This is an optimization exercise on Yosys and OpenROAD, whose aim is small area, not a production implementation.
Function was checked by simulation only, so behaviour that the tests miss may differ from the original.
In every run shown here, the design's own scripts or RTL, not TritonCTS, make the clock network.
The clock input has no modelled driver; a real chip could not lean on it and would need a root buffer or a full tree.
Power figures rest on the tool's default switching activity, not on a simulated workload.

File: design/flow/design.v
module tp_ao22 (a, b, c, d, y);
	input a, b, c, d;
	output y;
	assign y = (a & b) | (c & d);
endmodule
module tp_aoi222 (a, b, c, d, e, f, y);
	input a, b, c, d, e, f;
	output y;
	assign y = ~((a & b) | (c & d) | (e & f));
endmodule
module tp_aoi22 (a, b, c, d, y);
	input a, b, c, d;
	output y;
	assign y = ~((a & b) | (c & d));
endmodule
module tp_and4 (a, b, c, d, y);
	input a, b, c, d;
	output y;
	assign y = a & b & c & d;
endmodule
module tp_and3 (a, b, c, y);
	input a, b, c;
	output y;
	assign y = a & b & c;
endmodule
module tp_fa (a, b, c, s, co);
	input a, b, c;
	output s, co;
	assign s = a ^ b ^ c;
	assign co = (a & b) | (c & (a ^ b));
endmodule
module tp_ha (a, b, s, co);
	input a, b;
	output s, co;
	assign s = a ^ b;
	assign co = a & b;
endmodule
module tp_rport (sel, r0, r1, r2, r3, r4, r5, r6, r7, q);
	input [7:0] sel;
	input [15:0] r0, r1, r2, r3, r4, r5, r6, r7;
	output [15:0] q;
	genvar i;
	generate
		for (i = 0; i < 16; i = i + 1) begin : b
			wire n0, n1, n2;
			tp_aoi222 u0 (.a(sel[0]), .b(r0[i]), .c(sel[1]), .d(r1[i]), .e(sel[2]), .f(r2[i]), .y(n0));
			tp_aoi222 u1 (.a(sel[3]), .b(r3[i]), .c(sel[4]), .d(r4[i]), .e(sel[5]), .f(r5[i]), .y(n1));
			tp_aoi22  u2 (.a(sel[6]), .b(r6[i]), .c(sel[7]), .d(r7[i]), .y(n2));
			assign q[i] = ~(n0 & n1 & n2);
		end
	endgenerate
endmodule
module testpc(
	clock,   
	reset,   
	pc,   
	instruction,   
	mem_data,   
	mem_addr,   
	mem_wdata,   
	mwrite_enable,
	mread_enable,
	regwrite_enable,   
	write_addr,   
	reg_write_data   
	);
	input clock, reset;
	input [15:0] instruction, mem_data;
	output [15:0] pc, mem_addr, mem_wdata;
	output [15:0] reg_write_data;
	output mwrite_enable, mread_enable, regwrite_enable;
	output [2:0] write_addr;
	reg [15:0] pc;
	wire [2:0] op = instruction[15:13];
	wire [2:0] rs = instruction[12:10];
	wire [2:0] rt = instruction[9:7];
	wire [2:0] rd = instruction[6:4];
	wire [3:0] fn = instruction[3:0];
	wire [6:0] imm = instruction[6:0];
	wire is_r    = (op == 3'b001);
	wire r_ok    = is_r & ~fn[3] & ~fn[2] & ~(fn[1] & fn[0]);
	wire is_addi = (op == 3'b011);
	wire is_ld   = (op == 3'b100);
	wire is_st   = (op == 3'b101);
	wire is_beq  = (op == 3'b110);
	wire is_jmp  = (op == 3'b111);
	assign regwrite_enable = r_ok | is_addi | is_ld;
	assign mread_enable = is_ld;
	assign mwrite_enable = is_st;
	wire wsel = op[2] | op[1];
	wire wsel_n = ~wsel;
	genvar r, i;
	generate
		for (i = 0; i < 3; i = i + 1) begin : wa
			tp_ao22 u (.a(wsel), .b(rt[i]), .c(wsel_n), .d(rd[i]), .y(write_addr[i]));
		end
	endgenerate
	reg [15:0] rf0, rf1, rf2, rf3, rf4, rf5, rf6, rf7;
	reg [7:0] valid;
	wire [7:0] we, hold, sel_a, sel_b;
	wire [15:0] ra, rb;
	wire [2:0] rs_n = ~rs, rt_n = ~rt;
	wire [2:0] wa_n = ~write_addr;
	wire wa2_1 = regwrite_enable & write_addr[2];
	wire wa2_0 = regwrite_enable & wa_n[2];
	generate
		for (r = 0; r < 8; r = r + 1) begin : dec
			tp_and3 u_we (.a(r[2] ? wa2_1 : wa2_0), .b(r[1] ? write_addr[1] : wa_n[1]),
				.c(r[0] ? write_addr[0] : wa_n[0]), .y(we[r]));
			assign hold[r] = ~we[r];
			tp_and4 u_sa (.a(valid[r]), .b(r[2] ? rs[2] : rs_n[2]),
				.c(r[1] ? rs[1] : rs_n[1]), .d(r[0] ? rs[0] : rs_n[0]), .y(sel_a[r]));
			tp_and4 u_sb (.a(valid[r]), .b(r[2] ? rt[2] : rt_n[2]),
				.c(r[1] ? rt[1] : rt_n[1]), .d(r[0] ? rt[0] : rt_n[0]), .y(sel_b[r]));
		end
	endgenerate
	tp_rport port_a (.sel(sel_a), .r0(rf0), .r1(rf1), .r2(rf2), .r3(rf3),
		.r4(rf4), .r5(rf5), .r6(rf6), .r7(rf7), .q(ra));
	tp_rport port_b (.sel(sel_b), .r0(rf0), .r1(rf1), .r2(rf2), .r3(rf3),
		.r4(rf4), .r5(rf5), .r6(rf6), .r7(rf7), .q(rb));
	wire imm_sel = op[2] ^ op[1];                
	wire inv = ~op[2] & ~op[1] & fn[1];          
	wire sel_and = ~op[2] & ~op[1] & fn[0];      
	wire s_imm = imm_sel;
	wire s_rb = ~imm_sel & ~sel_and;
	wire [15:0] immx = {{9{imm[6]}}, imm};
	wire [15:0] opa, opb, sum;
	wire [15:1] cy;
	generate
		for (i = 0; i < 16; i = i + 1) begin : alu
			tp_ao22 u_opb (.a(s_imm), .b(immx[i]), .c(s_rb), .d(rb[i]), .y(opb[i]));
			assign opa[i] = (ra[i] & (rb[i] | ~sel_and)) ^ inv;
			if (i == 0) begin : h
				tp_ha u_add (.a(opa[i]), .b(opb[i]), .s(sum[i]), .co(cy[i+1]));
			end else if (i < 15) begin : f
				tp_fa u_add (.a(opa[i]), .b(opb[i]), .c(cy[i]), .s(sum[i]), .co(cy[i+1]));
			end else begin : t
				assign sum[i] = opa[i] ^ opb[i] ^ cy[i];
			end
		end
	endgenerate
	wire eq = (ra == rb);
	wire not_ld = ~is_ld;
	assign mem_addr = sum;
	assign mem_wdata = rb;
	generate
		for (i = 0; i < 16; i = i + 1) begin : wb
			tp_ao22 u_wd (.a(is_ld), .b(mem_data[i]), .c(not_ld), .d(sum[i]), .y(reg_write_data[i]));
		end
	endgenerate
	wire [15:0] n0, n1, n2, n3, n4, n5, n6, n7;
	generate
		for (i = 0; i < 16; i = i + 1) begin : wr
			tp_ao22 w0 (.a(we[0]), .b(reg_write_data[i]), .c(hold[0]), .d(rf0[i]), .y(n0[i]));
			tp_ao22 w1 (.a(we[1]), .b(reg_write_data[i]), .c(hold[1]), .d(rf1[i]), .y(n1[i]));
			tp_ao22 w2 (.a(we[2]), .b(reg_write_data[i]), .c(hold[2]), .d(rf2[i]), .y(n2[i]));
			tp_ao22 w3 (.a(we[3]), .b(reg_write_data[i]), .c(hold[3]), .d(rf3[i]), .y(n3[i]));
			tp_ao22 w4 (.a(we[4]), .b(reg_write_data[i]), .c(hold[4]), .d(rf4[i]), .y(n4[i]));
			tp_ao22 w5 (.a(we[5]), .b(reg_write_data[i]), .c(hold[5]), .d(rf5[i]), .y(n5[i]));
			tp_ao22 w6 (.a(we[6]), .b(reg_write_data[i]), .c(hold[6]), .d(rf6[i]), .y(n6[i]));
			tp_ao22 w7 (.a(we[7]), .b(reg_write_data[i]), .c(hold[7]), .d(rf7[i]), .y(n7[i]));
		end
	endgenerate
	always @(posedge clock) begin
		rf0 <= n0; rf1 <= n1; rf2 <= n2; rf3 <= n3;
		rf4 <= n4; rf5 <= n5; rf6 <= n6; rf7 <= n7;
	end
	always @(posedge clock or negedge reset) begin
		if (reset == 1'b0)
			valid <= 8'b0;
		else
			valid <= valid | we;
	end
	wire taken = is_beq & eq;
	wire [6:0] pinc = taken ? imm : 7'd1;
	wire [15:0] pc_add;
	wire [15:1] pcy;
	generate
		for (i = 0; i < 16; i = i + 1) begin : pc_add_bit
			if (i == 0) begin : ha0
				tp_ha u (.a(pc[i]), .b(pinc[i]), .s(pc_add[i]), .co(pcy[i+1]));
			end else if (i < 7) begin : fa
				tp_fa u (.a(pc[i]), .b(pinc[i]), .c(pcy[i]), .s(pc_add[i]), .co(pcy[i+1]));
			end else if (i < 15) begin : ha
				tp_ha u (.a(pc[i]), .b(pcy[i]), .s(pc_add[i]), .co(pcy[i+1]));
			end else begin : t
				assign pc_add[i] = pc[i] ^ pcy[i];
			end
		end
	endgenerate
	wire [15:0] pc_next;
	wire not_jmp = ~is_jmp;
	generate
		for (i = 0; i < 16; i = i + 1) begin : pcm
			if (i < 13) begin : m
				tp_ao22 u (.a(is_jmp), .b(instruction[i]), .c(not_jmp), .d(pc_add[i]), .y(pc_next[i]));
			end else begin : z
				assign pc_next[i] = not_jmp & pc_add[i];
			end
		end
	endgenerate
	always @(posedge clock or negedge reset) begin
		if (reset == 1'b0)
			pc <= 16'b0;
		else
			pc <= pc_next;
	end
endmodule
File: design/flow/flow/run.sh
#!/bin/bash
set -uo pipefail
R=orfs/results/sky130hd/testpc/base
bash standard.sh synth > synth.log 2>&1 || exit 1
SYNTH_ODB=$R/1_synth.odb LIB_FILE=$FLOW_HOME/platforms/sky130hd/lib/sky130_fd_sc_hd__tt_025C_1v80.lib openroad -no_init -exit flow/downsize.tcl > downsize.log 2>&1 || exit 1
touch $R/1_synth.sdc
CTS_LEAVES=12 CTS_LEAF_BUF=sky130_fd_sc_hd__clkbuf_8 CTS_ROOT_BUF=sky130_fd_sc_hd__clkbuf_4 \
bash standard.sh \
  BUFFER_PORTS_ARGS="-buffer_cell sky130_fd_sc_hd__buf_1" \
  PRE_CTS_TCL=$PWD/flow/manual_cts.tcl \
  RECOVER_POWER=100 \
  finish > standard.log 2>&1
File: design/flow/flow/downsize.tcl
# Remove the buffers synthesis inserted and set every combinational cell of
# the synthesized netlist to the smallest drive strength of its kind; the
# resizer's repair steps later upsize or buffer only where slew, capacitance
# or timing need it. Registers keep their cell type (only combinational cells
# are touched).
set db [ord::get_db]
set odb_file $::env(SYNTH_ODB)
read_db $odb_file
read_liberty $::env(LIB_FILE)
remove_buffers
set block [ord::get_db_block]
set lib [lindex [$db getLibs] end]
set masters [dict create]
foreach l [$db getLibs] {
  foreach m [$l getMasters] { dict set masters [$m getName] $m }
}
set n 0
foreach inst [$block getInsts] {
  set m [$inst getMaster]
  set name [$m getName]
  if {![regexp {^(sky130_fd_sc_hd__)([a-z0-9]+)_([0-9]+)$} $name -> pre base size]} continue
  # leave sequential, clock, tie and physical cells alone
  if {[regexp {^(df|edf|sdf|sedf|dl|clk|conb|tap|fill|decap|diode)} $base]} continue
  set best ""
  foreach s {0 1 2} {
    if {$s >= $size} break
    if {[dict exists $masters ${pre}${base}_$s]} {
      set cand [dict get $masters ${pre}${base}_$s]
      if {$best eq "" || [$cand getWidth] < [$best getWidth]} { set best $cand }
    }
  }
  if {$best ne "" && [$best getWidth] < [$m getWidth]} {
    $inst swapMaster $best
    incr n
  }
}
puts "downsized $n instances"
write_db $odb_file
File: design/flow/flow/manual_cts.tcl
# Manual clock tree: balanced k-means clusters of the clock sinks, one clock buffer
# per cluster at its centroid, all leaf buffers driven by the clock port net
# (or by one root buffer). Then legalize.
proc manual_cts { nclusters leaf_master root_master } {
  set block [ord::get_db_block]
  set db [ord::get_db]
  set net [$block findNet clock]
  set sinks {}
  foreach it [$net getITerms] {
    if {[$it isInputSignal]} { lappend sinks $it }
  }
  # sink coordinates
  set pts {}
  foreach it $sinks {
    set inst [$it getInst]
    set bb [$inst getBBox]
    lappend pts [list [expr {([$bb xMin]+[$bb xMax])/2.0}] [expr {([$bb yMin]+[$bb yMax])/2.0}]]
  }
  set n [llength $pts]
  # init centroids: spread along sorted x then y (deterministic)
  set idx [lsort -integer -increasing [lrange [lsort -indices -real -index 0 $pts] 0 end]]
  set order [lsort -indices -real -index 0 $pts]
  set cents {}
  for {set k 0} {$k < $nclusters} {incr k} {
    set j [lindex $order [expr {int(($k + 0.5) * $n / $nclusters)}]]
    lappend cents [lindex $pts $j]
  }
  set cap [expr {int(ceil(double($n) / $nclusters)) + 2}]
  for {set iter 0} {$iter < 50} {incr iter} {
    # balanced assignment: greedy by distance with capacity
    set pairs {}
    for {set i 0} {$i < $n} {incr i} {
      lassign [lindex $pts $i] x y
      for {set k 0} {$k < $nclusters} {incr k} {
        lassign [lindex $cents $k] cx cy
        lappend pairs [list [expr {abs($x-$cx)+abs($y-$cy)}] $i $k]
      }
    }
    set pairs [lsort -real -index 0 $pairs]
    set assign [lrepeat $n -1]
    set cnt [lrepeat $nclusters 0]
    foreach p $pairs {
      lassign $p d i k
      if {[lindex $assign $i] >= 0} continue
      if {[lindex $cnt $k] >= $cap} continue
      lset assign $i $k
      lset cnt $k [expr {[lindex $cnt $k] + 1}]
    }
    set newc {}
    for {set k 0} {$k < $nclusters} {incr k} {
      set sx 0; set sy 0; set c 0
      for {set i 0} {$i < $n} {incr i} {
        if {[lindex $assign $i] == $k} { lassign [lindex $pts $i] x y; set sx [expr {$sx+$x}]; set sy [expr {$sy+$y}]; incr c }
      }
      if {$c > 0} { lappend newc [list [expr {$sx/$c}] [expr {$sy/$c}]] } else { lappend newc [lindex $cents $k] }
    }
    set cents $newc
  }
  set leafm [$db findMaster $leaf_master]
  set drv_net $net
  if {$root_master ne ""} {
    set rootm [$db findMaster $root_master]
    set sx 0; set sy 0
    foreach c $cents { set sx [expr {$sx+[lindex $c 0]}]; set sy [expr {$sy+[lindex $c 1]}] }
    set rinst [odb::dbInst_create $block $rootm clkbuf_root]
    $rinst setLocation [expr {int($sx/$nclusters)}] [expr {int($sy/$nclusters)}]
    $rinst setPlacementStatus PLACED
    set rnet [odb::dbNet_create $block clknet_root]
    $rnet setSigType CLOCK
    [$rinst findITerm A] connect $net
    [$rinst findITerm X] connect $rnet
    set drv_net $rnet
  }
  for {set k 0} {$k < $nclusters} {incr k} {
    set inst [odb::dbInst_create $block $leafm clkbuf_leaf_$k]
    lassign [lindex $cents $k] cx cy
    $inst setLocation [expr {int($cx)}] [expr {int($cy)}]
    $inst setPlacementStatus PLACED
    set lnet [odb::dbNet_create $block clknet_leaf_$k]
    $lnet setSigType CLOCK
    [$inst findITerm A] connect $drv_net
    [$inst findITerm X] connect $lnet
    for {set i 0} {$i < $n} {incr i} {
      if {[lindex $assign $i] == $k} {
        set it [lindex $sinks $i]
        $it disconnect
        $it connect $lnet
      }
    }
  }
  $net setSigType CLOCK
  puts "manual_cts: $nclusters clusters of [join $cnt ,] sinks, leaf $leaf_master, root '$root_master'"
}

# Used as the PRE_CTS_TCL hook of ORFS's cts.tcl: clock_tree_synthesis is
# replaced by the manual tree above (CTS_LEAVES leaf buffers of CTS_LEAF_BUF,
# one root buffer CTS_ROOT_BUF driven by the clock port).
rename clock_tree_synthesis orfs_clock_tree_synthesis
proc clock_tree_synthesis { args } {
  manual_cts $::env(CTS_LEAVES) $::env(CTS_LEAF_BUF) $::env(CTS_ROOT_BUF)
}
File: design/flow/standard.sh
#!/bin/bash
# synth_recipe.tcl (not shown) runs the flow's synth.tcl, then flattens the netlist and writes it again
# the make line also repeats each setting of config.mk as NAME=value (left out here)
make -C /OpenROAD-flow-scripts/flow DESIGN_CONFIG=/design/flow/config.mk WORK_HOME=/design/flow/orfs CLKGATE_MAP_FILE= SYNTH_SCRIPT=/design/flow/synth_recipe.tcl "${@:-finish}"
File: design/flow/config.mk
export PLATFORM = sky130hd
export DESIGN_NAME = testpc
export DESIGN_NICKNAME = testpc
export VERILOG_FILES = /design/flow/design.v
export SDC_FILE = /design/flow/constraint.sdc
export NUM_CORES = 4
export LEC_CHECK = 0
export CAP_MARGIN = 20
export CORE_MARGIN = 2
export CORE_UTILIZATION = 60
export GPL_TIMING_DRIVEN = 0
export SLEW_MARGIN = 20
export SYNTH_HIERARCHICAL = 1
File: design/flow/constraint.sdc
create_clock -name core_clock -period 16.0 [get_ports {clock}]
set_input_delay 3.2000 -clock core_clock [delete_from_list [all_inputs] [get_ports {clock}]]
set_output_delay 3.2000 -clock core_clock [all_outputs]
set_load 0.01 [all_outputs]
==> results of run 1 <==
path summary, 6_finish.rpt:
check / start / endpoint / slack (ps) / depth (start not counted)
max reg2reg: valid[3] / rf2[15] / 6510 / 25
max: instruction[9] / reg_write_data[15] / 240 / 26
min: valid[4] / valid[4] / 490 / 1
max in group asynchronous: reset / valid[2] / 12410 / 1
min in group asynchronous: reset / pc[10] / 2840 / 1
min reg2reg: valid[4] / valid[4] / 490 / 1
routing by layer:
metal	up-vias	routed length (um)
met5	-	0
met4	0	1210
met3	123	3940
met2	651	11900
met1	3375	9610
li1	2887	-
stage by stage:
| step | util | instances | total power (W) | hold WS [ps] | setup WS (ps) |
|---|---|---|---|---|---|
| detailed placement | 0.672 | 867 | 0.00136 | 470 | 449 |
| finish | 0.686 | 880 | 0.00157 | 493 | 237 |
| floorplan | - | 620 | 0.00113 | 444 | 1830 |
| global placement | 0.670 | 866 | 0.00133 | 470 | 523 |
| CTS | 0.687 | 880 | 0.00150 | 472 | 406 |
| global route | 0.686 | 880 | 0.00165 | 502 | 54.9 |
cell usage in the layout (no fill, tap or decap), types with 3 or more instances in the layout:
master    count
a22o_1      176
dfxtp_1     128
buf_1        98
a222oi_1     64
nand3_1      35
a22oi_1      32
dfrtp_1      24
inv_1        22
fa_1         20
xnor2_1      19
xor2_1       16
and4_1       16
and3_1       14
o21ai_0      13
clkbuf_8     12
ha_1         11
or2_2         8
clkbuf_1      6
o21ai_1       5
nand4_1       3
and2_0        3
where the power goes:
group / internal (W) / switching (W)
Clock: 0.0000688 / 0.000123
Sequential: 0.000552 / 0.000142
Combinational: 0.000287 / 0.000399
layout make-up:
cell class	instances	area, um^2	share of cell area
Sequential cell	152	3160	0.401
Inverter	22	82.6	0.0105
Multi-Input combinational cell	446	3910	0.495
Buffer	13	173	0.0219
Tap cell	143	179	0.0227
Timing Repair Buffer	104	390	0.0494
worst reg2reg max path, cell delays in order, from the launching register on:
cell,delay [ps]
dfrtp_1,380
and4_1,870
a222oi_1,290
nand3_1,240
o21ai_0,150
xor2_1,180
ha_1,290
fa_1,420
fa_1,400
fa_1,390
fa_1,420
fa_1,440
fa_1,420
fa_1,430
fa_1,410
fa_1,450
fa_1,410
fa_1,390
fa_1,410
fa_1,410
fa_1,400
xor2_1,170
xnor2_1,140
xnor2_1,320
a22o_1,380
a22o_1,210
sequential cells by signal, summed over array words and instances, names as in the netlist:
| signal | count |
|---|---|
| rf3 | 16 |
| rf6 | 16 |
| valid | 8 |
| rf1 | 16 |
| rf2 | 16 |
| rf7 | 16 |
| rf5 | 16 |
| rf0 | 16 |
| pc | 16 |
| rf4 | 16 |
==> summary.txt, run 1 <==
status - finished clean
dpl hpwl - 15.9 mm
yosys warns - 7
part of the cycle the worst path needs - 0.985
CP Launch Type - primary input
setup_tns - 0 ps
wire per inst - 30.3 um
final hold viol count - 0
Die X-Extent - 113 um
met3 GRT Util - 0.108
gr ovfl total - 0
# diodes - 0
pin count of the biggest net entering global routing - 25
Rel. slew slack - 0.111
clk_skew - 19.7 ps
PD cells - 199 nW/um^2
Syn Nets - 685
Die ar. - 12800 um^2
DRC Markers - 0
Vias - 7036
CP peak stage delay - 980 ps
final setup fails - 0
initial DRC count - 1417
Finished Cell Area - 7900 um^2
Tightest Pin Transition - 1320 ps
gr busiest metal - met2
core footprint - 11500 um^2
Synth Area per Inst - 11.5 um^2
router iterations before antenna repair - 24
Slew Viols, Final - 0
Layout fillers - 934
max_cap viols - 0
worst path required time - 12800 ps
CP Class - in2out
CTS Hold Bufs - 0
WL final - 26.7 mm
fmax - 63.4 MHz
crit path DAT - 12560 ps
vias in the first global route - 6896
number of port buffers - 103
P_leak - 3.27 nW
Synth Cell Area - 7150 um^2
met2 Use GR - 0.612
minimum clock period - 15760 ps
Worst-path clk slew - 80 ps
Max stage delay cell, worst path - and4_1
Setup crit end kind - output pin
fraction of layout instances using a drive strength above 1 - 0.0299
most frequent CP cell - fa_1
met1 usage - 0.514
fin nets - 804
Max IR drop VDD - 0.132 mV
Post-CTS Setup Repair Bufs - 0
initial antenna violation count - 0
first-pass GRT wire length - 39.5 mm
die height - 113 um
RD Place Congestion - 0.903
I/O Pins - 104
crit path max fanout - 16
CTS resizes - 0
Worst Hold Class - reg2reg
Layout area overhead - 10.4%
sum of buffers and inverters on the critical path - 2
Clock Latency Late Sink - 600 ps
starting density of the core - 0.621
placed cell area - 7740 um^2
vias per inst - 8.00
Syn Inst Count - 620
Core Rows - 39
RSZ-0062 raised after global routing - false
Global Route Usage Sum - 0.399
crit-path leading delay family - adder cells
DRT antenna net count - 0
==> run 2: changes to the inputs <==
--- a/design/flow/design.v
+++ b/design/flow/design.v
@@ -80,7 +80,9 @@
 	wire is_r    = (op == 3'b001);
 	wire r_ok    = is_r & ~fn[3] & ~fn[2] & ~(fn[1] & fn[0]);
 	wire is_addi = (op == 3'b011);
-	wire is_ld   = (op == 3'b100);
+	wire is_ld;
+	wire op1_n = ~op[1], op0_n = ~op[0];
+	tp_and3 u_ld (.a(op[2]), .b(op1_n), .c(op0_n), .y(is_ld));
 	wire is_st   = (op == 3'b101);
 	wire is_beq  = (op == 3'b110);
 	wire is_jmp  = (op == 3'b111);
==> summary.txt, run 2 <==
pin count of the biggest net entering global routing - 25
Layout area overhead - 10.4%
DRT antenna net count - 0
initial antenna violation count - 0
part of the cycle the worst path needs - 0.980
most frequent cells in the layout - 176 x a22o_1, 128 x dfxtp_1, 100 x buf_1, 64 x a222oi_1, 33 x nand3_1
Die ar. - 12800 um^2
final hold viol count - 0
RSZ-0062 raised after global routing - false
Max IR drop VDD - 0.120 mV
initial DRC count - 1312
max_cap viols - 0
gr ovfl total - 0
Slew Viols, Final - 0
Synth Area per Inst - 11.5 um^2
DRC Markers - 0
multi-input gate area in the final layout - 3910 um^2
CP Class - in2out
worst path required time - 12800 ps
Global Route Usage Sum - 0.391
Finished Cell Area - 7890 um^2
vias per inst - 8.03
CTS resizes - 0
Worst Hold Class - reg2reg
fmax - 63.7 MHz
Worst-path clk slew - 70 ps
number of port buffers - 103
final setup fails - 0
Die X-Extent - 113 um
PD cells - 198 nW/um^2
Register Area - 3160 um^2
wire per inst - 29.6 um
Core Rows - 39
first-pass GRT wire length - 38.8 mm
core footprint - 11500 um^2
CP Launch Type - primary input
Post-CTS Setup Repair Bufs - 0
# diodes - 0
clk_skew - 24.8 ps
P_leak - 3.29 nW
WL final - 26.0 mm
minimum clock period - 15690 ps
Syn Inst Count - 619
I/O Pins - 104
crit path max fanout - 16
Syn Nets - 684
fin nets - 802
Tightest Pin Transition - 1260 ps
Rel. slew slack - 0.161
Synth Cell Area - 7150 um^2
Layout fillers - 915
Clock Latency Late Sink - 590 ps
most common cell after layout, fill and taps aside - a22o_1
die height - 113 um
RD Place Congestion - 0.917
placed cell area - 7720 um^2
Vias - 7048
fraction of layout instances using a drive strength above 1 - 0.0299
yosys warns - 7
status - finished clean
dpl hpwl - 15.7 mm
CTS Hold Bufs - 0
vias in the first global route - 6780
setup_tns - 0 ps
router iterations before antenna repair - 24
crit path DAT - 12490 ps
Setup crit end kind - output pin
starting density of the core - 0.621
## run 2: worst paths after layout
kind / from / endpoint / slack [ps] / cells after the start
hold / removal: valid[0] / valid[0] / 500 / 1
setup reg to reg: valid[0] / rf5[15] / 6590 / 25
hold reg to reg: valid[0] / valid[0] / 500 / 1
min in group asynchronous: reset / pc[2] / 2860 / 1
max in group asynchronous: reset / valid[0] / 12380 / 1
setup / recovery: instruction[8] / reg_write_data[15] / 310 / 27
## run 2: layout make-up
type | instances | share of cell area
flip-flops and latches | 152 | 0.401
multi-input cells | 445 | 0.495
inverters | 22 | 0.0105
well taps | 143 | 0.0227
repair buffers | 103 | 0.0490
plain buffers | 13 | 0.0219
## run 2: report_power, final
group / internal [W] / switching (W)
clock: 0.0000688 / 0.000118
sequential: 0.000552 / 0.000140
combinational: 0.000287 / 0.000400
total: 0.000908 / 0.000658
## run 2: metal layers
metal	track usage	up-vias	share of wire
met4	0.228	0	0.056
li1	-	2890	-
met3	0.0857	137	0.14
met5	0	-	0
met2	0.601	619	0.44
met1	0.508	3402	0.37
## run 2: through the flow
step	instances	power (W)	worst slack (ps)	util	hold slack, ps
floorplan	619	0.00113	1870	-	444
global placement	865	0.00132	708	0.670	471
detailed placement	865	0.00136	515	0.670	479
CTS	878	0.00150	469	0.685	482
global route	878	0.00165	73.2	0.685	515
finish	878	0.00157	313	0.685	502
## run 2: worst max-delay path, cell delays in order
cell and delay [ps]:
clkbuf_1 230, inv_1 120, and4_1 550, a222oi_1 500, nand3_1 290, o21ai_1 240, xor2_1 100, ha_1 290
fa_1 400, fa_1 390, fa_1 400, fa_1 400, fa_1 410, fa_1 440, fa_1 430, fa_1 460
fa_1 420, fa_1 400, fa_1 400, fa_1 430, fa_1 440, fa_1 400, xor2_1 170, xnor2_1 140
xnor2_1 270, a22o_1 380, buf_1 200

==> port drivers added, routing unchanged <==
Ports are ideal in the flow. The routed layouts listed here were re-timed in OpenROAD.
Step 1, drivers: a clkbuf_16 drives clock and a buf_2 each remaining input, both assumed.
Step 2 moves the port delays by t, midway between the first and last clock arrival at a register: inputs arrive t later, outputs are due t later. That takes back most of the time a late clock gives input paths.
a / b / c = ideal / step 1 / step 2; a / b = the first two.
| run | shift t [ns] | setup slack, ns | hold slack, ns | cell pins on the clock port's net |
|---|---|---|---|---|
| run 1 | 0.630 | 0.237 / 0.209 / 0.209 | 0.493 / 0.493 / 0.493 | 1 |
| run 2 | 0.621 | 0.313 / 0.289 / 0.289 | 0.502 / 0.502 / 0.502 | 1 |
After both steps every run listed still meets setup and hold. The setup slack of run 1, which loses most, moves by -0.028 ns with the drivers and by -0.028 ns with both steps.
